Background: an optimization exercise with open tools, aiming at small area. Do not read the settings as production practice. Function was checked by simulation only, so behaviour that the tests miss may differ from the original.

--- flow/config.mk ---
export PLATFORM = sky130hd
export DESIGN_NAME = ALU
export DESIGN_NICKNAME = ALU
export VERILOG_FILES = /design/flow/design.v
export SDC_FILE = /design/flow/constraint.sdc
export NUM_CORES = 4
export LEC_CHECK = 0
export CAP_MARGIN = 5
export CORE_MARGIN = 2
export CORE_UTILIZATION = 65
export SLEW_MARGIN = 5
export SYNTH_HIERARCHICAL = 1
export SYNTH_MINIMUM_KEEP_SIZE = 0
--- flow/constraint.sdc ---
create_clock -name core_clock -period 20.0 [get_ports {CLK}]
set_input_delay 4.0000 -clock core_clock [delete_from_list [all_inputs] [get_ports {CLK}]]
set_output_delay 4.0000 -clock core_clock [all_outputs]
set_load 0.01 [all_outputs]
--- flow/design.v ---
`timescale 1ns / 1ps
module DetectorParidad(A,P);
	input [15:0] A;
	output wire P;
	assign P=~(^A[15:0]);
endmodule
`timescale 1ns / 1ps
module DetectorZero(A,Z);
	input [15:0] A;
	output wire Z;
	assign Z=~|A;
endmodule
`timescale 1ns / 1ps
module Divi16bits(D,A0,B,Comp,R,Cout);
	input [15:0] D,B;
	input A0,Comp;
	output wire [15:0] R;
	output wire Cout;
	wire [16:0] c;
	wire [16:0] X = {D, A0};
	assign c[0] = Comp;
	genvar gi;
	generate for (gi = 0; gi < 16; gi = gi + 1) begin: gdv
		FullAdder fa(X[gi], B[gi] ^ Comp, c[gi], R[gi], c[gi+1]);
	end endgenerate
	assign Cout = Comp ? (X[16] | c[16]) : (X[16] & c[16]);
endmodule
`timescale 1ns / 1ps
module FullAdder(A,B,Cin,R,Cout);
	input A,B,Cin;
	output wire R,Cout;
	wire R1,O1,O2;
	assign R1=A^B;
	assign O1=A&B;
	assign R=R1^Cin;
	assign O2=R1&Cin;
	assign Cout=O1|O2;
endmodule 
module Multi(A,B,RN);
	input [15:0] A,B;
	output [31:0] RN;
	wire [255:0] pp;
	genvar i,j;
	generate for (i=0;i<16;i=i+1) begin: g
		for (j=0;j<16;j=j+1) begin: h
			assign pp[i*16+j] = ~(A[j] & B[i]);
		end
	end endgenerate
	wire t1;
	wire t2;
	wire t3;
	wire t4;
	wire t5;
	wire t6;
	wire t7;
	wire t8;
	wire t9;
	wire t10;
	wire t11;
	wire t12;
	wire t13;
	wire t14;
	wire t15;
	wire t16;
	wire t17;
	wire t18;
	wire t19;
	wire t20;
	wire t21;
	wire t22;
	wire t23;
	wire t24;
	wire t25;
	wire t26;
	wire t27;
	wire t28;
	wire t29;
	wire t30;
	wire t31;
	wire t32;
	wire t33;
	wire t34;
	wire t35;
	wire t36;
	wire t37;
	wire t38;
	wire t39;
	wire t40;
	wire t41;
	wire t42;
	wire t43;
	wire t44;
	wire t45;
	wire t46;
	wire t47;
	wire t48;
	wire t49;
	wire t50;
	wire t51;
	wire t52;
	wire t53;
	wire t54;
	wire t55;
	wire t56;
	wire t57;
	wire t58;
	wire t59;
	wire t60;
	wire t61;
	wire t62;
	wire t63;
	wire t64;
	wire t65;
	wire t66;
	wire t67;
	wire t68;
	wire t69;
	wire t70;
	wire t71;
	wire t72;
	wire t73;
	wire t74;
	wire t75;
	wire t76;
	wire t77;
	wire t78;
	wire t79;
	wire t80;
	wire t81;
	wire t82;
	wire t83;
	wire t84;
	wire t85;
	wire t86;
	wire t87;
	wire t88;
	wire t89;
	wire t90;
	wire t91;
	wire t92;
	wire t93;
	wire t94;
	wire t95;
	wire t96;
	wire t97;
	wire t98;
	wire t99;
	wire t100;
	wire t101;
	wire t102;
	wire t103;
	wire t104;
	wire t105;
	wire t106;
	wire t107;
	wire t108;
	wire t109;
	wire t110;
	wire t111;
	wire t112;
	wire t113;
	wire t114;
	wire t115;
	wire t116;
	wire t117;
	wire t118;
	wire t119;
	wire t120;
	wire t121;
	wire t122;
	wire t123;
	wire t124;
	wire t125;
	wire t126;
	wire t127;
	wire t128;
	wire t129;
	wire t130;
	wire t131;
	wire t132;
	wire t133;
	wire t134;
	wire t135;
	wire t136;
	wire t137;
	wire t138;
	wire t139;
	wire t140;
	wire t141;
	wire t142;
	wire t143;
	wire t144;
	wire t145;
	wire t146;
	wire t147;
	wire t148;
	wire t149;
	wire t150;
	wire t151;
	wire t152;
	wire t153;
	wire t154;
	wire t155;
	wire t156;
	wire t157;
	wire t158;
	wire t159;
	wire t160;
	wire t161;
	wire t162;
	wire t163;
	wire t164;
	wire t165;
	wire t166;
	wire t167;
	wire t168;
	wire t169;
	wire t170;
	wire t171;
	wire t172;
	wire t173;
	wire t174;
	wire t175;
	wire t176;
	wire t177;
	wire t178;
	wire t179;
	wire t180;
	wire t181;
	wire t182;
	wire t183;
	wire t184;
	wire t185;
	wire t186;
	wire t187;
	wire t188;
	wire t189;
	wire t190;
	wire t191;
	wire t192;
	wire t193;
	wire t194;
	wire t195;
	wire t196;
	wire t197;
	wire t198;
	wire t199;
	wire t200;
	wire t201;
	wire t202;
	wire t203;
	wire t204;
	wire t205;
	wire t206;
	wire t207;
	wire t208;
	wire t209;
	wire t210;
	wire t211;
	wire t212;
	wire t213;
	wire t214;
	wire t215;
	wire t216;
	wire t217;
	wire t218;
	wire t219;
	wire t220;
	wire t221;
	wire t222;
	wire t223;
	wire t224;
	wire t225;
	wire t226;
	wire t227;
	wire t228;
	wire t229;
	wire t230;
	wire t231;
	wire t232;
	wire t233;
	wire t234;
	wire t235;
	wire t236;
	wire t237;
	wire t238;
	wire t239;
	wire t240;
	wire t241;
	wire t242;
	wire t243;
	wire t244;
	wire t245;
	wire t246;
	wire t247;
	wire t248;
	wire t249;
	wire t250;
	wire t251;
	wire t252;
	wire t253;
	wire t254;
	wire t255;
	wire t256;
	wire t257;
	wire t258;
	wire t259;
	wire t260;
	wire t261;
	wire t262;
	wire t263;
	wire t264;
	wire t265;
	wire t266;
	wire t267;
	wire t268;
	wire t269;
	wire t270;
	wire t271;
	wire t272;
	wire t273;
	wire t274;
	wire t275;
	wire t276;
	wire t277;
	wire t278;
	wire t279;
	wire t280;
	wire t281;
	wire t282;
	wire t283;
	wire t284;
	wire t285;
	wire t286;
	wire t287;
	wire t288;
	wire t289;
	wire t290;
	wire t291;
	wire t292;
	wire t293;
	wire t294;
	wire t295;
	wire t296;
	wire t297;
	wire t298;
	wire t299;
	wire t300;
	wire t301;
	wire t302;
	wire t303;
	wire t304;
	wire t305;
	wire t306;
	wire t307;
	wire t308;
	wire t309;
	wire t310;
	wire t311;
	wire t312;
	wire t313;
	wire t314;
	wire t315;
	wire t316;
	wire t317;
	wire t318;
	wire t319;
	wire t320;
	wire t321;
	wire t322;
	wire t323;
	wire t324;
	wire t325;
	wire t326;
	wire t327;
	wire t328;
	wire t329;
	wire t330;
	wire t331;
	wire t332;
	wire t333;
	wire t334;
	wire t335;
	wire t336;
	wire t337;
	wire t338;
	wire t339;
	wire t340;
	wire t341;
	wire t342;
	wire t343;
	wire t344;
	wire t345;
	wire t346;
	wire t347;
	wire t348;
	wire t349;
	wire t350;
	wire t351;
	wire t352;
	wire t353;
	wire t354;
	wire t355;
	wire t356;
	wire t357;
	wire t358;
	wire t359;
	wire t360;
	wire t361;
	wire t362;
	wire t363;
	wire t364;
	wire t365;
	wire t366;
	wire t367;
	wire t368;
	wire t369;
	wire t370;
	wire t371;
	wire t372;
	wire t373;
	wire t374;
	wire t375;
	wire t376;
	wire t377;
	wire t378;
	wire t379;
	wire t380;
	wire t381;
	wire t382;
	wire t383;
	wire t384;
	wire t385;
	wire t386;
	wire t387;
	wire t388;
	wire t389;
	wire t390;
	wire t391;
	wire t392;
	wire t393;
	wire t394;
	wire t395;
	wire t396;
	wire t397;
	wire t398;
	wire t399;
	wire t400;
	wire t401;
	wire t402;
	wire t403;
	wire t404;
	wire t405;
	wire t406;
	wire t407;
	wire t408;
	wire t409;
	wire t410;
	wire t411;
	wire t412;
	wire t413;
	wire t414;
	wire t415;
	wire t416;
	wire t417;
	wire t418;
	wire t419;
	wire t420;
	wire t421;
	wire t422;
	wire t423;
	wire t424;
	wire t425;
	wire t426;
	wire t427;
	wire t428;
	wire t429;
	wire t430;
	wire t431;
	wire t432;
	wire t433;
	wire t434;
	wire t435;
	wire t436;
	wire t437;
	wire t438;
	wire t439;
	wire t440;
	wire t441;
	wire t442;
	wire t443;
	wire t444;
	wire t445;
	wire t446;
	wire t447;
	wire t448;
	wire t449;
	wire t450;
	wire t451;
	wire t452;
	wire t453;
	wire t454;
	wire t455;
	wire t456;
	wire t457;
	wire t458;
	wire t459;
	wire t460;
	wire t461;
	wire t462;
	wire t463;
	wire t464;
	wire t465;
	wire t466;
	wire t467;
	wire t468;
	wire t469;
	wire t470;
	wire t471;
	wire t472;
	wire t473;
	wire t474;
	wire t475;
	wire t476;
	wire t477;
	wire t478;
	wire t479;
	wire t480;
	wire t481;
	wire t482;
	wire t483;
	wire t484;
	wire t485;
	wire t486;
	wire t487;
	wire t488;
	wire t489;
	wire t490;
	wire t491;
	wire t492;
	wire t493;
	wire t494;
	wire t495;
	wire t496;
	wire t497;
	wire t498;
	wire t499;
	wire t500;
	wire t501;
	wire t502;
	wire t503;
	wire t504;
	wire t505;
	wire t506;
	wire t507;
	wire t508;
	wire t509;
	wire t510;
	wire t511;
	wire t512;
	wire t513;
	wire t514;
	wire t515;
	wire t516;
	wire t517;
	wire t518;
	wire t519;
	wire t520;
	wire t521;
	wire t522;
	HalfAdderN ht1(pp[13],pp[28],t1,t2);
	FullAdder ft3(pp[14],pp[29],pp[44],t3,t4);
	HalfAdderN ht5(pp[59],pp[74],t5,t6);
	FullAdder ft7(pp[15],pp[30],pp[45],t7,t8);
	FullAdder ft9(pp[60],pp[75],pp[90],t9,t10);
	HalfAdderN ht11(pp[105],pp[120],t11,t12);
	FullAdder ft13(pp[31],pp[46],pp[61],t13,t14);
	FullAdder ft15(pp[76],pp[91],pp[106],t15,t16);
	HalfAdderN ht17(pp[121],pp[136],t17,t18);
	FullAdder ft19(pp[47],pp[62],pp[77],t19,t20);
	FullAdder ft21(pp[92],pp[107],pp[122],t21,t22);
	FullAdder ft23(pp[63],pp[78],pp[93],t23,t24);
	HalfAdderN ht25(pp[9],pp[24],t25,t26);
	FullAdder ft27(pp[10],pp[25],pp[40],t27,t28);
	HalfAdderN ht29(pp[55],pp[70],t29,t30);
	FullAdder ft31(pp[11],pp[26],pp[41],t31,t32);
	FullAdder ft33(pp[56],pp[71],pp[86],t33,t34);
	HalfAdderN ht35(pp[101],pp[116],t35,t36);
	FullAdder ft37(pp[12],pp[27],pp[42],t37,t38);
	FullAdder ft39(pp[57],pp[72],pp[87],t39,t40);
	FullAdder ft41(pp[102],pp[117],pp[132],t41,t42);
	HalfAdderN ht43(pp[147],pp[162],t43,t44);
	FullAdder ft45(t1,pp[43],pp[58],t45,t46);
	FullAdder ft47(pp[73],pp[88],pp[103],t47,t48);
	FullAdder ft49(pp[118],pp[133],pp[148],t49,t50);
	FullAdder ft51(pp[163],pp[178],pp[193],t51,t52);
	FullAdder ft53(t2,t3,t5,t53,t54);
	FullAdder ft55(pp[89],pp[104],pp[119],t55,t56);
	FullAdder ft57(pp[134],pp[149],pp[164],t57,t58);
	FullAdder ft59(pp[179],pp[194],pp[209],t59,t60);
	FullAdder ft61(t4,t6,t7,t61,t62);
	FullAdder ft63(t9,t11,pp[135],t63,t64);
	FullAdder ft65(pp[150],pp[165],pp[180],t65,t66);
	FullAdder ft67(pp[195],pp[210],pp[225],t67,t68);
	FullAdder ft69(t8,t10,t12,t69,t70);
	FullAdder ft71(t13,t15,t17,t71,t72);
	FullAdder ft73(pp[151],pp[166],pp[181],t73,t74);
	FullAdder ft75(pp[196],pp[211],pp[226],t75,t76);
	FullAdder ft77(t14,t16,t18,t77,t78);
	FullAdder ft79(t19,t21,pp[137],t79,t80);
	FullAdder ft81(pp[152],pp[167],pp[182],t81,t82);
	FullAdder ft83(pp[197],pp[212],pp[227],t83,t84);
	FullAdder ft85(t20,t22,t23,t85,t86);
	FullAdder ft87(pp[108],pp[123],pp[138],t87,t88);
	FullAdder ft89(pp[153],pp[168],pp[183],t89,t90);
	FullAdder ft91(pp[198],pp[213],pp[228],t91,t92);
	FullAdder ft93(t24,pp[79],pp[94],t93,t94);
	FullAdder ft95(pp[109],pp[124],pp[139],t95,t96);
	FullAdder ft97(pp[154],pp[169],pp[184],t97,t98);
	FullAdder ft99(pp[199],pp[214],pp[229],t99,t100);
	FullAdder ft101(pp[95],pp[110],pp[125],t101,t102);
	FullAdder ft103(pp[140],pp[155],pp[170],t103,t104);
	FullAdder ft105(pp[185],pp[200],pp[215],t105,t106);
	FullAdder ft107(pp[111],pp[126],pp[141],t107,t108);
	FullAdder ft109(pp[156],pp[171],pp[186],t109,t110);
	FullAdder ft111(pp[127],pp[142],pp[157],t111,t112);
	HalfAdderN ht113(pp[6],pp[21],t113,t114);
	FullAdder ft115(pp[7],pp[22],pp[37],t115,t116);
	HalfAdderN ht117(pp[52],pp[67],t117,t118);
	FullAdder ft119(pp[8],pp[23],pp[38],t119,t120);
	FullAdder ft121(pp[53],pp[68],pp[83],t121,t122);
	HalfAdderN ht123(pp[98],pp[113],t123,t124);
	FullAdder ft125(t25,pp[39],pp[54],t125,t126);
	FullAdder ft127(pp[69],pp[84],pp[99],t127,t128);
	FullAdder ft129(pp[114],pp[129],pp[144],t129,t130);
	FullAdder ft131(t26,t27,t29,t131,t132);
	FullAdder ft133(pp[85],pp[100],pp[115],t133,t134);
	FullAdder ft135(pp[130],pp[145],pp[160],t135,t136);
	FullAdder ft137(t28,t30,t31,t137,t138);
	FullAdder ft139(t33,t35,pp[131],t139,t140);
	FullAdder ft141(pp[146],pp[161],pp[176],t141,t142);
	FullAdder ft143(t32,t34,t36,t143,t144);
	FullAdder ft145(t37,t39,t41,t145,t146);
	FullAdder ft147(t43,pp[177],pp[192],t147,t148);
	FullAdder ft149(t38,t40,t42,t149,t150);
	FullAdder ft151(t44,t45,t47,t151,t152);
	FullAdder ft153(t49,t51,pp[208],t153,t154);
	FullAdder ft155(t46,t48,t50,t155,t156);
	FullAdder ft157(t52,t53,t55,t157,t158);
	FullAdder ft159(t57,t59,pp[224],t159,t160);
	FullAdder ft161(t54,t56,t58,t161,t162);
	FullAdder ft163(t60,t61,t63,t163,t164);
	FullAdder ft165(t65,t67,pp[240],t165,t166);
	FullAdder ft167(t62,t64,t66,t167,t168);
	FullAdder ft169(t68,t69,t71,t169,t170);
	FullAdder ft171(t73,t75,pp[241],t171,t172);
	FullAdder ft173(t70,t72,t74,t173,t174);
	FullAdder ft175(t76,t77,t79,t175,t176);
	FullAdder ft177(t81,t83,pp[242],t177,t178);
	FullAdder ft179(t78,t80,t82,t179,t180);
	FullAdder ft181(t84,t85,t87,t181,t182);
	FullAdder ft183(t89,t91,pp[243],t183,t184);
	FullAdder ft185(t86,t88,t90,t185,t186);
	FullAdder ft187(t92,t93,t95,t187,t188);
	FullAdder ft189(t97,t99,pp[244],t189,t190);
	FullAdder ft191(t94,t96,t98,t191,t192);
	FullAdder ft193(t100,t101,t103,t193,t194);
	FullAdder ft195(t105,pp[230],pp[245],t195,t196);
	FullAdder ft197(t102,t104,t106,t197,t198);
	FullAdder ft199(t107,t109,pp[201],t199,t200);
	FullAdder ft201(pp[216],pp[231],pp[246],t201,t202);
	FullAdder ft203(t108,t110,t111,t203,t204);
	FullAdder ft205(pp[172],pp[187],pp[202],t205,t206);
	FullAdder ft207(pp[217],pp[232],pp[247],t207,t208);
	FullAdder ft209(t112,pp[143],pp[158],t209,t210);
	FullAdder ft211(pp[173],pp[188],pp[203],t211,t212);
	FullAdder ft213(pp[218],pp[233],pp[248],t213,t214);
	FullAdder ft215(pp[159],pp[174],pp[189],t215,t216);
	FullAdder ft217(pp[204],pp[219],pp[234],t217,t218);
	FullAdder ft219(pp[175],pp[190],pp[205],t219,t220);
	HalfAdderN ht221(pp[4],pp[19],t221,t222);
	FullAdder ft223(pp[5],pp[20],pp[35],t223,t224);
	HalfAdderN ht225(pp[50],pp[65],t225,t226);
	FullAdder ft227(t113,pp[36],pp[51],t227,t228);
	FullAdder ft229(pp[66],pp[81],pp[96],t229,t230);
	FullAdder ft231(t114,t115,t117,t231,t232);
	FullAdder ft233(pp[82],pp[97],pp[112],t233,t234);
	FullAdder ft235(t116,t118,t119,t235,t236);
	FullAdder ft237(t121,t123,pp[128],t237,t238);
	FullAdder ft239(t120,t122,t124,t239,t240);
	FullAdder ft241(t125,t127,t129,t241,t242);
	FullAdder ft243(t126,t128,t130,t243,t244);
	FullAdder ft245(t131,t133,t135,t245,t246);
	FullAdder ft247(t132,t134,t136,t247,t248);
	FullAdder ft249(t137,t139,t141,t249,t250);
	FullAdder ft251(t138,t140,t142,t251,t252);
	FullAdder ft253(t143,t145,t147,t253,t254);
	FullAdder ft255(t144,t146,t148,t255,t256);
	FullAdder ft257(t149,t151,t153,t257,t258);
	FullAdder ft259(t150,t152,t154,t259,t260);
	FullAdder ft261(t155,t157,t159,t261,t262);
	FullAdder ft263(t156,t158,t160,t263,t264);
	FullAdder ft265(t161,t163,t165,t265,t266);
	FullAdder ft267(t162,t164,t166,t267,t268);
	FullAdder ft269(t167,t169,t171,t269,t270);
	FullAdder ft271(t168,t170,t172,t271,t272);
	FullAdder ft273(t173,t175,t177,t273,t274);
	FullAdder ft275(t174,t176,t178,t275,t276);
	FullAdder ft277(t179,t181,t183,t277,t278);
	FullAdder ft279(t180,t182,t184,t279,t280);
	FullAdder ft281(t185,t187,t189,t281,t282);
	FullAdder ft283(t186,t188,t190,t283,t284);
	FullAdder ft285(t191,t193,t195,t285,t286);
	FullAdder ft287(t192,t194,t196,t287,t288);
	FullAdder ft289(t197,t199,t201,t289,t290);
	FullAdder ft291(t198,t200,t202,t291,t292);
	FullAdder ft293(t203,t205,t207,t293,t294);
	FullAdder ft295(t204,t206,t208,t295,t296);
	FullAdder ft297(t209,t211,t213,t297,t298);
	FullAdder ft299(t210,t212,t214,t299,t300);
	FullAdder ft301(t215,t217,pp[249],t301,t302);
	FullAdder ft303(t216,t218,t219,t303,t304);
	FullAdder ft305(pp[220],pp[235],pp[250],t305,t306);
	FullAdder ft307(t220,pp[191],pp[206],t307,t308);
	FullAdder ft309(pp[221],pp[236],pp[251],t309,t310);
	FullAdder ft311(pp[207],pp[222],pp[237],t311,t312);
	HalfAdderN ht313(pp[3],pp[18],t313,t314);
	FullAdder ft315(t221,pp[34],pp[49],t315,t316);
	FullAdder ft317(t222,t223,t225,t317,t318);
	FullAdder ft319(t224,t226,t227,t319,t320);
	FullAdder ft321(t228,t230,t231,t321,t322);
	FullAdder ft323(t232,t234,t235,t323,t324);
	FullAdder ft325(t236,t238,t239,t325,t326);
	FullAdder ft327(t240,t242,t243,t327,t328);
	FullAdder ft329(t244,t246,t247,t329,t330);
	FullAdder ft331(t248,t250,t251,t331,t332);
	FullAdder ft333(t252,t254,t255,t333,t334);
	FullAdder ft335(t256,t258,t259,t335,t336);
	FullAdder ft337(t260,t262,t263,t337,t338);
	FullAdder ft339(t264,t266,t267,t339,t340);
	FullAdder ft341(t268,t270,t271,t341,t342);
	FullAdder ft343(t272,t274,t275,t343,t344);
	FullAdder ft345(t276,t278,t279,t345,t346);
	FullAdder ft347(t280,t282,t283,t347,t348);
	FullAdder ft349(t284,t286,t287,t349,t350);
	FullAdder ft351(t288,t290,t291,t351,t352);
	FullAdder ft353(t292,t294,t295,t353,t354);
	FullAdder ft355(t296,t298,t299,t355,t356);
	FullAdder ft357(t300,t302,t303,t357,t358);
	FullAdder ft359(t304,t306,t307,t359,t360);
	FullAdder ft361(t308,t310,t311,t361,t362);
	FullAdder ft363(t312,pp[223],pp[238],t363,t364);
	HalfAdderN ht365(pp[2],pp[17],t365,t366);
	FullAdder ft367(t313,pp[33],pp[48],t367,t368);
	FullAdder ft369(t314,t315,pp[64],t369,t370);
	FullAdder ft371(t316,t317,pp[80],t371,t372);
	FullAdder ft373(t318,t319,t229,t373,t374);
	FullAdder ft375(t320,t321,t233,t375,t376);
	FullAdder ft377(t322,t323,t237,t377,t378);
	FullAdder ft379(t324,t325,t241,t379,t380);
	FullAdder ft381(t326,t327,t245,t381,t382);
	FullAdder ft383(t328,t329,t249,t383,t384);
	FullAdder ft385(t330,t331,t253,t385,t386);
	FullAdder ft387(t332,t333,t257,t387,t388);
	FullAdder ft389(t334,t335,t261,t389,t390);
	FullAdder ft391(t336,t337,t265,t391,t392);
	FullAdder ft393(t338,t339,t269,t393,t394);
	FullAdder ft395(t340,t341,t273,t395,t396);
	FullAdder ft397(t342,t343,t277,t397,t398);
	FullAdder ft399(t344,t345,t281,t399,t400);
	FullAdder ft401(t346,t347,t285,t401,t402);
	FullAdder ft403(t348,t349,t289,t403,t404);
	FullAdder ft405(t350,t351,t293,t405,t406);
	FullAdder ft407(t352,t353,t297,t407,t408);
	FullAdder ft409(t354,t355,t301,t409,t410);
	FullAdder ft411(t356,t357,t305,t411,t412);
	FullAdder ft413(t358,t359,t309,t413,t414);
	FullAdder ft415(t360,t361,pp[252],t415,t416);
	FullAdder ft417(t362,t363,pp[253],t417,t418);
	FullAdder ft419(t364,pp[239],pp[254],t419,t420);
	HalfAdderN ht421(pp[1],pp[16],t421,t422);
	FullAdder ft423(t365,pp[32],t422,t423,t424);
	FullAdder ft425(t366,t367,t424,t425,t426);
	FullAdder ft427(t368,t369,t426,t427,t428);
	FullAdder ft429(t370,t371,t428,t429,t430);
	FullAdder ft431(t372,t373,t430,t431,t432);
	FullAdder ft433(t374,t375,t432,t433,t434);
	FullAdder ft435(t376,t377,t434,t435,t436);
	FullAdder ft437(t378,t379,t436,t437,t438);
	FullAdder ft439(t380,t381,t438,t439,t440);
	FullAdder ft441(t382,t383,t440,t441,t442);
	FullAdder ft443(t384,t385,t442,t443,t444);
	FullAdder ft445(t386,t387,t444,t445,t446);
	HalfAdderN ht447(t388,t389,t447,t448);
	FullAdder ft449(t390,t391,t448,t449,t450);
	FullAdder ft451(t392,t393,t450,t451,t452);
	FullAdder ft453(t394,t395,t452,t453,t454);
	FullAdder ft455(t396,t397,t454,t455,t456);
	FullAdder ft457(t398,t399,t456,t457,t458);
	FullAdder ft459(t400,t401,t458,t459,t460);
	FullAdder ft461(t402,t403,t460,t461,t462);
	assign t463 = ~t446;
	assign t464 = t447 ^ t463;
	assign t465 = ~t447;
	assign t466 = t449 ^ (t463 & t465);
	assign t467 = t465 & ~t449;
	assign t468 = t451 ^ (t463 & t467);
	assign t469 = t467 & ~t451;
	assign t470 = t453 ^ (t463 & t469);
	assign t471 = t469 & ~t453;
	assign t472 = t455 ^ (t463 & t471);
	assign t473 = t471 & ~t455;
	assign t474 = t457 ^ (t463 & t473);
	assign t475 = t473 & ~t457;
	assign t476 = t459 ^ (t463 & t475);
	assign t477 = t475 & ~t459;
	assign t478 = t461 ^ (t463 & t477);
	assign t479 = t477 & ~t461;
	assign t480 = t462 & ~(t463 & t479);
	HalfAdderN ht481(t404,t405,t481,t482);
	FullAdder ft483(t406,t407,t482,t483,t484);
	FullAdder ft485(t408,t409,t484,t485,t486);
	FullAdder ft487(t410,t411,t486,t487,t488);
	FullAdder ft489(t412,t413,t488,t489,t490);
	FullAdder ft491(t414,t415,t490,t491,t492);
	FullAdder ft493(t416,t417,t492,t493,t494);
	FullAdder ft495(t418,t419,t494,t495,t496);
	FullAdder ft497(t420,pp[255],t496,t497,t498);
	FullAdder ft499(1'b1,1'b1,t498,t499,t500);
	assign t501 = ~t480;
	assign t502 = t481 ^ t501;
	assign t503 = ~t481;
	assign t504 = t483 ^ (t501 & t503);
	assign t505 = t503 & ~t483;
	assign t506 = t485 ^ (t501 & t505);
	assign t507 = t505 & ~t485;
	assign t508 = t487 ^ (t501 & t507);
	assign t509 = t507 & ~t487;
	assign t510 = t489 ^ (t501 & t509);
	assign t511 = t509 & ~t489;
	assign t512 = t491 ^ (t501 & t511);
	assign t513 = t511 & ~t491;
	assign t514 = t493 ^ (t501 & t513);
	assign t515 = t513 & ~t493;
	assign t516 = t495 ^ (t501 & t515);
	assign t517 = t515 & ~t495;
	assign t518 = t497 ^ (t501 & t517);
	assign t519 = t517 & ~t497;
	assign t520 = t499 ^ (t501 & t519);
	assign t521 = t519 & ~t499;
	assign t522 = t500 & ~(t501 & t521);
	assign RN = {t520, t518, t516, t514, t512, t510, t508, t506, t504, t502, t478, t476, t474, t472, t470, t468, t466, t464, t445, t443, t441, t439, t437, t435, t433, t431, t429, t427, t425, t423, t421, pp[0]};
endmodule
`timescale 1ns / 1ps
module MuxInv2(A,B,S,R);
	input A,B,S;
	output wire R;
	assign R = ~(S ? B : A);
endmodule
module HalfAdderN(A,B,R,Cout);
	input A,B;
	output wire R,Cout;
	XnorGate X(A,B,R);
	assign Cout=A|B;
endmodule
module XnorGate(A,B,R);
	input A,B;
	output wire R;
	assign R=~(A^B);
endmodule
`timescale 1ns / 1ps
module SemiAdderIni(A,B,R,Cout);
	input A,B;
	output wire R,Cout;
	assign R=A^B;
	assign Cout=A&B;
endmodule 
`timescale 1ns / 1ps
module ALU(CLK,RST,A,V,op,WA,WB,WD,WR,ENADi,opFL,R1,R2,FLAGS,FL,FINP,IF);
	input CLK,RST;
	input [15:0] A;
	input V;
	input [5:0] op;
	input WA,WB,WD,ENADi;
	input [1:0] WR;
	input [2:0] opFL;
	output wire [15:0] R1,R2,FLAGS;
	output wire [5:0] FL;
	output wire FINP,IF;
	reg [15:0] ra, rb, rd;
	always @(posedge CLK or posedge RST)
		if (RST) ra <= 16'h0000; else if (WA) ra <= A;
	always @(posedge CLK or posedge RST)
		if (RST) rb <= 16'h0000; else if (WB) rb <= A;
	always @(posedge CLK or posedge RST)
		if (RST) rd <= 16'h0000; else if (WD) rd <= A;
	reg cf, pf, af, zf, sf, fi, df, of;
	wire [15:0] opA, opB, DR;
	reg [15:0] PR1;
	wire [3:0] p = op[3:0];
	wire CFD;
	reg [15:0] RE, Q;
	wire [15:0] AA = (p[3] & p[2]) ? {8'b0, p[0] ? ra[15:8] : ra[7:0]} : ra;
	wire sgnA = p[1] & ~p[3] & (p[2] ? (p[0] ? rd[15] : ra[15]) : (p[0] ? ra[15] : ra[7]));
	wire NI = p[3] & ~p[2];
	wire c2inA = sgnA | NI;
	wire CA = sgnA | (NI & p[0]);
	wire c2inB = p[1] & ~p[3] & (p[0] ? rb[15] : rb[7]);
	wire c2out = ~p[3] & (sgnA ^ c2inB);
	wire [16:0] pfA, pfB;
	wire [15:0] pfD;
	assign pfA[0] = 1'b0;
	assign pfB[0] = 1'b0;
	assign pfD[0] = pfA[16];
	genvar gj;
	generate for (gj = 0; gj < 16; gj = gj + 1) begin: gpf
		assign pfA[gj+1] = pfA[gj] | ra[gj];
		assign pfB[gj+1] = pfB[gj] | rb[gj];
		if (gj > 0) begin: gd
			assign pfD[gj] = pfD[gj-1] | rd[gj-1];
		end
	end endgenerate
	wire [15:0] opA_; assign opA = AA ^ ({16{c2inA}} & ({16{~CA}} | pfA[15:0]));
	assign DR = rd ^ ({16{c2inA}} & ({16{~CA}} | pfD));
	assign opB = rb ^ ({16{c2inB}} & pfB[15:0]);
	wire [31:0] prodn;
	Multi Mult(opA, opB, prodn);
	wire [31:0] prod = ~prodn;
	wire [15:0] RMUL = prod[15:0];
	wire [15:0] RMUL2 = prod[31:16];
	wire [15:0] Bq = opB & {16{~Q[0]}};
	wire [15:0] rc;
	wire [15:0] REDIV;
	SemiAdderIni rc0(RE[0], Bq[0], REDIV[0], rc[1]);
	generate for (gj = 1; gj < 15; gj = gj + 1) begin: grv
		FullAdder fa(RE[gj], Bq[gj], rc[gj], REDIV[gj], rc[gj+1]);
	end endgenerate
	assign REDIV[15] = RE[15] ^ Bq[15] ^ rc[15];
	wire [15:0] opR1 = p[2] ? Q : RMUL;
	wire [15:0] opR2 = p[2] ? REDIV : RMUL2;
	wire [16:0] po1, po2;
	assign po1[0] = 1'b0;
	assign po2[0] = ~p[2] & po1[16];
	generate for (gj = 0; gj < 16; gj = gj + 1) begin: gng
		assign po1[gj+1] = po1[gj] | opR1[gj];
		assign po2[gj+1] = po2[gj] | opR2[gj];
	end endgenerate
	wire [15:0] C2R1 = opR1 ^ ({16{c2out}} & po1[15:0]);
	wire [15:0] C2R2 = opR2 ^ ({16{c2out}} & po2[15:0]);
	wire [15:0] opR = (p[2] & ~p[0]) ? {C2R2[7:0], C2R1[7:0]} : C2R1;
	wire [7:0] aad;
	wire [7:0] ac;
	SemiAdderIni aa0(RMUL[0], ra[0], aad[0], ac[1]);
	generate for (gj = 1; gj < 7; gj = gj + 1) begin: gaa
		FullAdder fa(RMUL[gj], ra[gj], ac[gj], aad[gj], ac[gj+1]);
	end endgenerate
	assign aad[7] = RMUL[7] ^ ra[7] ^ ac[7];
	always @(*)
		casez (p)
			4'b0???: PR1 = opR;
			4'b10??: PR1 = opA;
			4'b1100: PR1 = {{8{ra[7]}}, ra[7:0]};
			4'b1101: PR1 = {16{ra[15]}};
			4'b1110: PR1 = {Q[7:0], REDIV[7:0]};
			4'b1111: PR1 = {8'b0, aad};
		endcase
	assign R2 = C2R2;
	assign CFD = |RMUL2;
	reg [3:0] PRE;
	wire P0 = |PRE;
	wire A0 = opA[~PRE];
	reg qlast;
	always @(posedge CLK) qlast <= Co;
	wire C = P0 ? qlast : 1'b1;
	wire [15:0] Ro;
	wire Co;
	wire [15:0] X = P0 ? RE : (op[0] ? DR : 16'h0000);
	Divi16bits Step(X, A0, opB, C, Ro, Co);
	wire dena = ENADi | P0;
	always @(posedge CLK or posedge RST)
		if (RST) PRE <= 4'd0;
		else if (dena) PRE <= PRE + 4'd1;
	always @(posedge CLK or posedge RST)
		if (RST) RE <= 16'h0000;
		else if (dena) RE <= Ro;
	integer i;
	always @(posedge CLK or posedge RST)
		if (RST) Q <= 16'h0000;
		else for (i = 0; i < 16; i = i + 1)
			if (dena && (PRE == 15 - i)) Q[i] <= Co;
	assign FINP = ~P0;
	reg [15:0] RA;
	wire CFA, AFA, OFA, CFC, AFC;
	genvar g1;
	wire MA = af | (ra[3] & (ra[2] | ra[1]));
	wire MDj = cf | (ra[7] & (ra[6] | ra[5]));
	wire [15:0] Sal = op[3] ? {9'b0, MDj, MDj, 2'b0, MA, MA, 1'b0} : {7'b0, MA, 5'b0, MA, MA, 1'b0};
	wire [15:0] BA = op[4] ? Sal : rb;
	assign AFC = op[4] & MA;
	assign CFC = op[4] & (op[3] ? MDj : MA);
	wire sub = op[0];
	wire ci = (cf & op[1] & ~op[2]) ^ sub;
	wire [15:0] Bx = BA ^ {16{sub}};
	wire [16:0] aca;
	wire [15:0] RSUM;
	assign aca[0] = ci;
	generate for (g1 = 0; g1 < 16; g1 = g1 + 1) begin: gad
		FullAdder fa(ra[g1], Bx[g1], aca[g1], RSUM[g1], aca[g1+1]);
	end endgenerate
	wire [3:0] tt = {~op[1], op[0] | op[1], op[0] | op[1], 1'b0};
	wire arith = ~((op[2:0] == 3'b001) | (op[2:0] == 3'b100) | (op[2:0] == 3'b110));
	integer j1;
	always @(*)
		for (j1 = 0; j1 < 16; j1 = j1 + 1)
			RA[j1] = arith ? RSUM[j1] : tt[{ra[j1], BA[j1]}];
	assign CFA = arith & (aca[16] ^ sub);
	assign AFA = arith & (aca[4] ^ sub);
	assign OFA = arith & (aca[15] ^ aca[16]);
	wire [15:0] RB;
	wire CFB, OFB;
	wire [3:0] sk = V ? 4'd1 : rb[3:0];
	wire sk0 = ~|sk;
	wire sleft = ~op[0];
	wire [3:0] ss = (sk ^ {4{sleft}}) + {3'b0, sleft};
	wire suseRa = ~sleft | ~op[1] & ~op[2] | sk0;
	wire suseRa1 = sleft & op[1] & ~op[2] & ~sk0;
	wire [15:0] sra1 = {cf, ra[15:1]};
	wire [15:0] sWl = ({16{suseRa}} & ra) | ({16{suseRa1}} & sra1);
	wire sselA = sleft | ~op[1] & ~op[2];
	wire sselS = ~sleft & op[1] & op[2];
	wire sselC = ~sleft & op[1] & ~op[2];
	wire [14:0] src = {ra[13:0], cf};
	wire [14:0] sWh = ({15{sselA}} & ra[14:0]) | ({15{sselS}} & {15{ra[15]}}) | ({15{sselC}} & src);
	wire [30:0] sW = {sWh, sWl};
	wire [22:0] sT1;
	wire [18:0] sT2;
	wire [16:0] sT3;
	genvar gs;
	generate
		for (gs = 0; gs < 23; gs = gs + 1) begin: gs1
			MuxInv2 m(sW[gs], sW[gs+8], ss[3], sT1[gs]);
		end
		for (gs = 0; gs < 19; gs = gs + 1) begin: gs2
			MuxInv2 m(sT1[gs], sT1[gs+4], ss[2], sT2[gs]);
		end
		for (gs = 0; gs < 17; gs = gs + 1) begin: gs3
			MuxInv2 m(sT2[gs], sT2[gs+2], ss[1], sT3[gs]);
		end
		for (gs = 0; gs < 16; gs = gs + 1) begin: gs4
			MuxInv2 m(sT3[gs], sT3[gs+1], ss[0], RB[gs]);
		end
	endgenerate
	wire snm = (op[2:0] == 3'b010) | (op[2] & op[0]);
	wire splus = (op[2:0] == 3'b010) | (op[2] & ~op[0]);
	wire [3:0] sidx = (sk ^ {4{snm}}) + (splus ? 4'd1 : 4'd15);
	wire scfm = ra[sidx];
	reg sc;
	always @(*)
		casez (op[2:0])
			3'b000: sc = RB[15];
			3'b001: sc = RB[0];
			3'b01?: sc = sk0 ? cf : scfm;
			default: sc = (sk == 4'd15) ? 1'b0 : scfm;
		endcase
	assign CFB = sc;
	assign OFB = ra[15] ^ RB[15];
	reg [15:0] R;
	always @(*)
		case (op[4:3])
			2'b01: R = RB;
			2'b10: R = {RA[15:8], 4'b0, RA[3:0]};
			default: R = RA;
		endcase
	assign R1 = op[5] ? PR1 : R;
	reg CF, OF;
	always @(*)
		case (op[5:3])
			3'b000: begin CF = CFA; OF = OFA; end
			3'b001: begin CF = CFB; OF = OFB; end
			3'b010, 3'b011: begin CF = CFC; OF = OFA; end
			3'b100, 3'b101: begin CF = CFD; OF = CFD; end
			default: begin CF = 1'b0; OF = 1'b0; end
		endcase
	wire AF = op[4] ? AFC : AFA;
	wire P, Z;
	DetectorParidad Parid(R1, P);
	DetectorZero Zer(R1, Z);
	wire S = R1[15];
	wire we = WR[1] | WR[0];
	wire RSTCF = (opFL == 3'b001);
	wire TOGCF = (opFL == 3'b010);
	wire SETCF = (opFL == 3'b011);
	wire RSTDF = (opFL == 3'b100);
	wire SETDF = (opFL == 3'b101);
	wire RSTIF = (opFL == 3'b110);
	wire SETIF = (opFL == 3'b111);
	wire w10 = WR[1] & ~WR[0];
	always @(posedge CLK or posedge RST)
		if (RST) cf <= 1'b0;
		else if (SETCF) cf <= 1'b1;
		else if (TOGCF) cf <= ~cf;
		else if (we | RSTCF) cf <= (WR[1] ? A[0] : CF) & ~RSTCF;
	always @(posedge CLK or posedge RST)
		if (RST) begin pf <= 1'b0; af <= 1'b0; zf <= 1'b0; sf <= 1'b0; end
		else if (we) begin
			pf <= WR[1] ? A[2] : P;
			af <= WR[1] ? A[4] : AF;
			zf <= WR[1] ? A[6] : Z;
			sf <= WR[1] ? A[7] : S;
		end
	always @(posedge CLK or posedge RST)
		if (RST) fi <= 1'b1;
		else if (RSTIF) fi <= 1'b0;
		else if (SETIF) fi <= 1'b1;
		else if (w10) fi <= A[9];
	always @(posedge CLK or posedge RST)
		if (RST) df <= 1'b0;
		else if (SETDF) df <= 1'b1;
		else if (w10 | RSTDF) df <= A[10] & ~RSTDF;
	always @(posedge CLK or posedge RST)
		if (RST) of <= 1'b0;
		else if (WR[1] ^ WR[0]) of <= WR[1] ? A[11] : OF;
	assign FLAGS = {4'b0, of, df, fi, 1'b0, sf, zf, 1'b0, af, 1'b0, pf, 1'b0, cf};
	assign FL = {df, cf, zf, sf, of, pf};
	assign IF = fi;
endmodule
--- flow/flow/run.sh ---
#!/bin/bash
# Layout flow: the standard flow with two changes.
#  1. Synthesis is the standard synthesis script, except that each ABC
#     mapping call runs Yosys's default ABC script (with a 20 ns delay target)
#     instead of ORFS's speed script. Everything else, registers included,
#     is the same as in standard.sh synth.
#  2. The port buffers that global placement inserts are buf_1 cells.
set -euo pipefail
here=$(pwd)
export BUFFER_PORTS_ARGS="-buffer_cell sky130_fd_sc_hd__buf_1"
{
  head -n 1 synth_recipe.tcl
  cat flow/abc_default.tcl
  tail -n +2 synth_recipe.tcl
} > my_synth.tcl
sed "s#SYNTH_SCRIPT=[^ ]*#SYNTH_SCRIPT=$here/my_synth.tcl#" standard.sh > my_standard.sh
bash my_standard.sh synth > synth.log 2>&1
bash standard.sh > standard.log 2>&1
--- flow/flow/abc_default.tcl ---
# Replaces the abc command: drops ORFS's -script and -D arguments, so that ABC
# runs Yosys's default mapping script with a 20 ns delay target.
proc abc {args} {
  set out {}
  set skip 0
  foreach a $args {
    if {$skip} { set skip 0; continue }
    if {$a eq "-script" || $a eq "-D"} { set skip 1; continue }
    lappend out $a
  }
  yosys abc {*}$out -D 20000
}
--- flow/standard.sh ---
#!/bin/bash
# synth_recipe.tcl (not shown) runs the flow's synth.tcl, then flattens the netlist and writes it again
# the make line also repeats each setting of config.mk as NAME=value (left out here)
make -C /OpenROAD-flow-scripts/flow DESIGN_CONFIG=/design/flow/config.mk WORK_HOME=/design/flow/orfs CLKGATE_MAP_FILE= SYNTH_SCRIPT=/design/flow/synth_recipe.tcl "${@:-finish}"
==> notes.md <==
[per-layer routing]
metal	part of all wire, %	wire (um)	track usage, %
met5	0.022	12	0
met4	4.1	2260	16.2
met3	13	7000	13.9
met2	45	24600	60.6
met1	38	21000	54.9
[worst paths after layout]
path / cells past startpoint / end / slack, ns
max: 34 / R2[13] / 0.54
min in group asynchronous: 2 / df$_DFFE_PP0P_ / 3.60
max in group asynchronous: 3 / Q[9]$_DFFE_PP0P_ / 15.11
max reg2reg: 38 / pf$_DFFE_PP0P_ / 6.24
min reg2reg: 2 / sf$_DFFE_PP0P_ / 0.51
min: 2 / sf$_DFFE_PP0P_ / 0.51
[stage by stage]
step	cells	TNS (ns)
after floorplan	1872	0
after global placement	2181	0
after detailed placement	2181	0
after CTS	2197	0
after global routing	2198	-0.00708
final	2198	0
[Yosys stat by module, one instance, submodules excluded]
module / cells / flip-flops and latches / area [sq um]
DetectorParidad: 15 / 0 / 131
Divi16bits: 19 / 0 / 158
XnorGate: 1 / 0 / 8.76
FullAdder: 1 / 0 / 20.0
DetectorZero: 6 / 0 / 33.8
Multi: 362 / 0 / 1590
ALU: 1074 / 93 / 8730
SemiAdderIni: 1 / 0 / 12.5
HalfAdderN: 1 / 0 / 6.26
MuxInv2: 1 / 0 / 10.0
[placed cells by master (no fill, tap or decap), types with 5 or more instances in the layout]
| master | instances |
|---|---|
| a211oi_1 | 5 |
| a21o_1 | 15 |
| a21oi_1 | 87 |
| a221o_1 | 14 |
| a221oi_1 | 15 |
| a22o_1 | 26 |
| a22oi_1 | 10 |
| a31oi_1 | 6 |
| buf_1 | 80 |
| buf_4 | 61 |
| clkbuf_16 | 9 |
| conb_1 | 10 |
| dfrtp_1 | 91 |
| fa_1 | 276 |
| ha_1 | 18 |
| inv_1 | 28 |
| mux2_2 | 76 |
| mux2i_1 | 90 |
| mux4_2 | 6 |
| nand2_1 | 391 |
| nand2b_1 | 19 |
| nand3_1 | 17 |
| nand4_1 | 9 |
| nand4b_1 | 5 |
| nor2_1 | 69 |
| nor2b_1 | 33 |
| nor3_1 | 7 |
| nor4_1 | 7 |
| o211ai_1 | 20 |
| o21a_1 | 11 |
| o21ai_0 | 85 |
| o22ai_1 | 5 |
| o31ai_1 | 13 |
| or2_2 | 24 |
| or4_1 | 7 |
| xnor2_1 | 96 |
| xor2_1 | 63 |
[worst max-delay path: cells and delay by family]
family	cells	cell delay [ns]
AND/OR/NAND/NOR	6	1.76
buffers and inverters	4	0.85
adder cells (fa/ha/maj)	13	5.28
multiplexers	1	0.38
XOR/XNOR	3	0.79
AO/OA/AOI/OAI	7	2.40
[logic make-up (layout without fill, tap and decap cells)]
group / after synthesis / count (layout) / synth area share (%)
flip-flops: 93 / 93 / 13.5
adder cells (fa/ha/maj): 295 / 295 / 33.5
multiplexers: 172 / 172 / 11.0
AND/OR/NAND/NOR: 603 / 603 / 15.3
other: 2 / 11 / 0.0437
XOR/XNOR: 163 / 163 / 8.30
AO/OA/AOI/OAI: 339 / 339 / 12.9
buffers and inverters: 197 / 187 / 5.50
[state kept, by name, indices dropped and copies added, names as in the netlist]
register and cells:
Q 16, RE 16, ra 16, rb 16
rd 16, PRE 4, af 1, cf 1
df 1, fi 1, of 1, pf 1
qlast 1, sf 1, zf 1
[timing repair]
item                                    CTS  global route
endpoints found under the hold margin     0             0
setup buffers                             0             0
gates resized for setup                   0             2
endpoints found under the setup margin    0             5
hold buffers                              0             0
[area by class of cell]
cell class              instances  area share [%]
diodes                          1          0.0140
clock buffers                   9            1.26
clock inverters                 7           0.447
inverters                      29           0.614
multi-input cells            1582            78.1
flip-flops and latches         93            13.0
well taps                     335            2.34
repair buffers                142            4.26
==> run_results.csv <==
group,metric,value,unit
hold_path,hold_start,"sf$_DFFE_PP0P_",
setup_path,startpoint_type,"input port",
global_routing,track_usage,40.6,%
setup_path,crit_path_end_kind,"primary output",
synth,synth.distinct_cells,61,
cts,clk_latency,0.37,ns
cts,root_buffer,"clkbuf_16",
synth,yosysMostFrequentCell,"nand2_1",
synth,ys_ff_latch,93,
timing,post-route-min-period,19.46,ns
status,status,"finished clean",
placement,dp_hpwl,41800,um
cells_and_area,regArea,2320,sq um
synth,async_reset_ff_share,98.9,%
die,boundaryPins,90,
cells_and_area,final_nets,2185,
cells_and_area,design_area,17900,sq um
synth,synthTopCellsByCount,"391 x nand2_1, 276 x fa_1, 110 x clkbuf_1",
synth,synth.top_cell.area_share,32.1,%
setup_path,cpMostUsedCell,"fa_1",
setup_path,crit_slowest_cell,"or4_1",
route,viasPerCell,6.66,
synth,avgSynthCellArea,9.23,sq um
cts,numCtsBuffers,9,
synth,synthCells,1864,
synth,yosysSeqAreaShare,13.5,%
cells_and_area,multi_input_area,14000,sq um
flow_run,maxCapViolCount,0,
cells_and_area,drive_above_1_share,10.4,%
die,core-area,26000,sq um
timing,hold_viol,0,
synth,yosys_warnings,7,
route,firstDrtPassIters,8,
die,fp.dieH,167,um
setup_path,critPathKind,"input port to primary output",
placement,numPortBuffers,81,
placement,place.gp.congestion,0.985,
cts,tritoncts,"built",
die,num_rows,59,
setup_path,path_max_fanout,16,
timing,worstMarginPinSlew,1.29,ns
synth,syn-cell-area,17200,sq um
route,vias,14600,
hold_path,hold_class,"register to register",
global_routing,grt_pass1_wl,85600,um
timing,fin_hold_ws,0.515,ns
placement,place_ws,0.736,ns
timing,max_freq,51.4,MHz
synth,synth_top_area_cell,"fa_1",
setup_path,worst_ep_arrival_time,15.46,ns
timing,finalSetupViolCount,0,
cells_and_area,final_util,69.0,%
route,post-route-drc-count,0,
die,die_area,27800,sq um
global_routing,grt_start_max_net_pins,67,
route,detail-route-antenna-nets,0,
synth,ys_top_cells_by_area,"fa_1 32%, dfrtp_1 13%, nand2_1 8.5%",
cts,cts_buffer_depth,2,
global_routing,grt_overflow_total,0,
die,start_util,66.2,%
synth,yosys_most_used_dff,"dfrtp_1",
timing,clock_skew,0.0149,ns
cells_and_area,area_growth,4.23,%
synth,synth_edf_count,0,
route,routed_wl,54900,um
global_routing,grt_pass1_vias,15000,
setup_path,crit_path_start,"op[0]",
timing,setup_slack,0.536,ns
route,detail_route.wl_per_cell,25.0,um
timing,relSlewSlack,13.3,%
setup_path,timing.rr.start,"ra[7]$_DFFE_PP0P_",
timing,maxSlewViolCount,0,
setup_path,max_stage_delay,0.68,ns
die,die_w,167,um
cts,clock_sinks,93,
cells_and_area,fill_cells,2096,
route,first_iter_violations,1640,
timing,fin_crit_sh,97.3,%
cts,h-tree-depth,3,
placement,postPlaceCellArea,17600,sq um
global_routing,antenna_found_initial,2,
setup_path,required,16.00,ns
cts,clk_transition_reported_paths,0.08,ns

[re-timing with driven ports]
The flow's constraints put no driver on any port. The routed layout listed below was extracted and timed again, unchanged, in two steps.
Step 1 assumes that a clkbuf_16 drives the clock port and a buf_2 every other input.
Step 2 adds t to the input delays and takes it off the output delays; t is the mean of the earliest and latest rising clock arrival at the registers after step 1. Input paths then give back, and output paths get back, about the clock's delay inside the block.
Slacks: ideal / step 1 / step 2; pairs: ideal / step 1.
t (ns): 0.414
setup slack, ns: 0.536 / 0.456 / 0.456
slew at the worst register clock pin (ns): 0.09 / 0.09
worst slew at a driven data input, ns: 0.08
After both steps this run still meets setup and hold. The setup slack of this run moves by -0.080 ns with the drivers and by -0.080 ns with both steps.
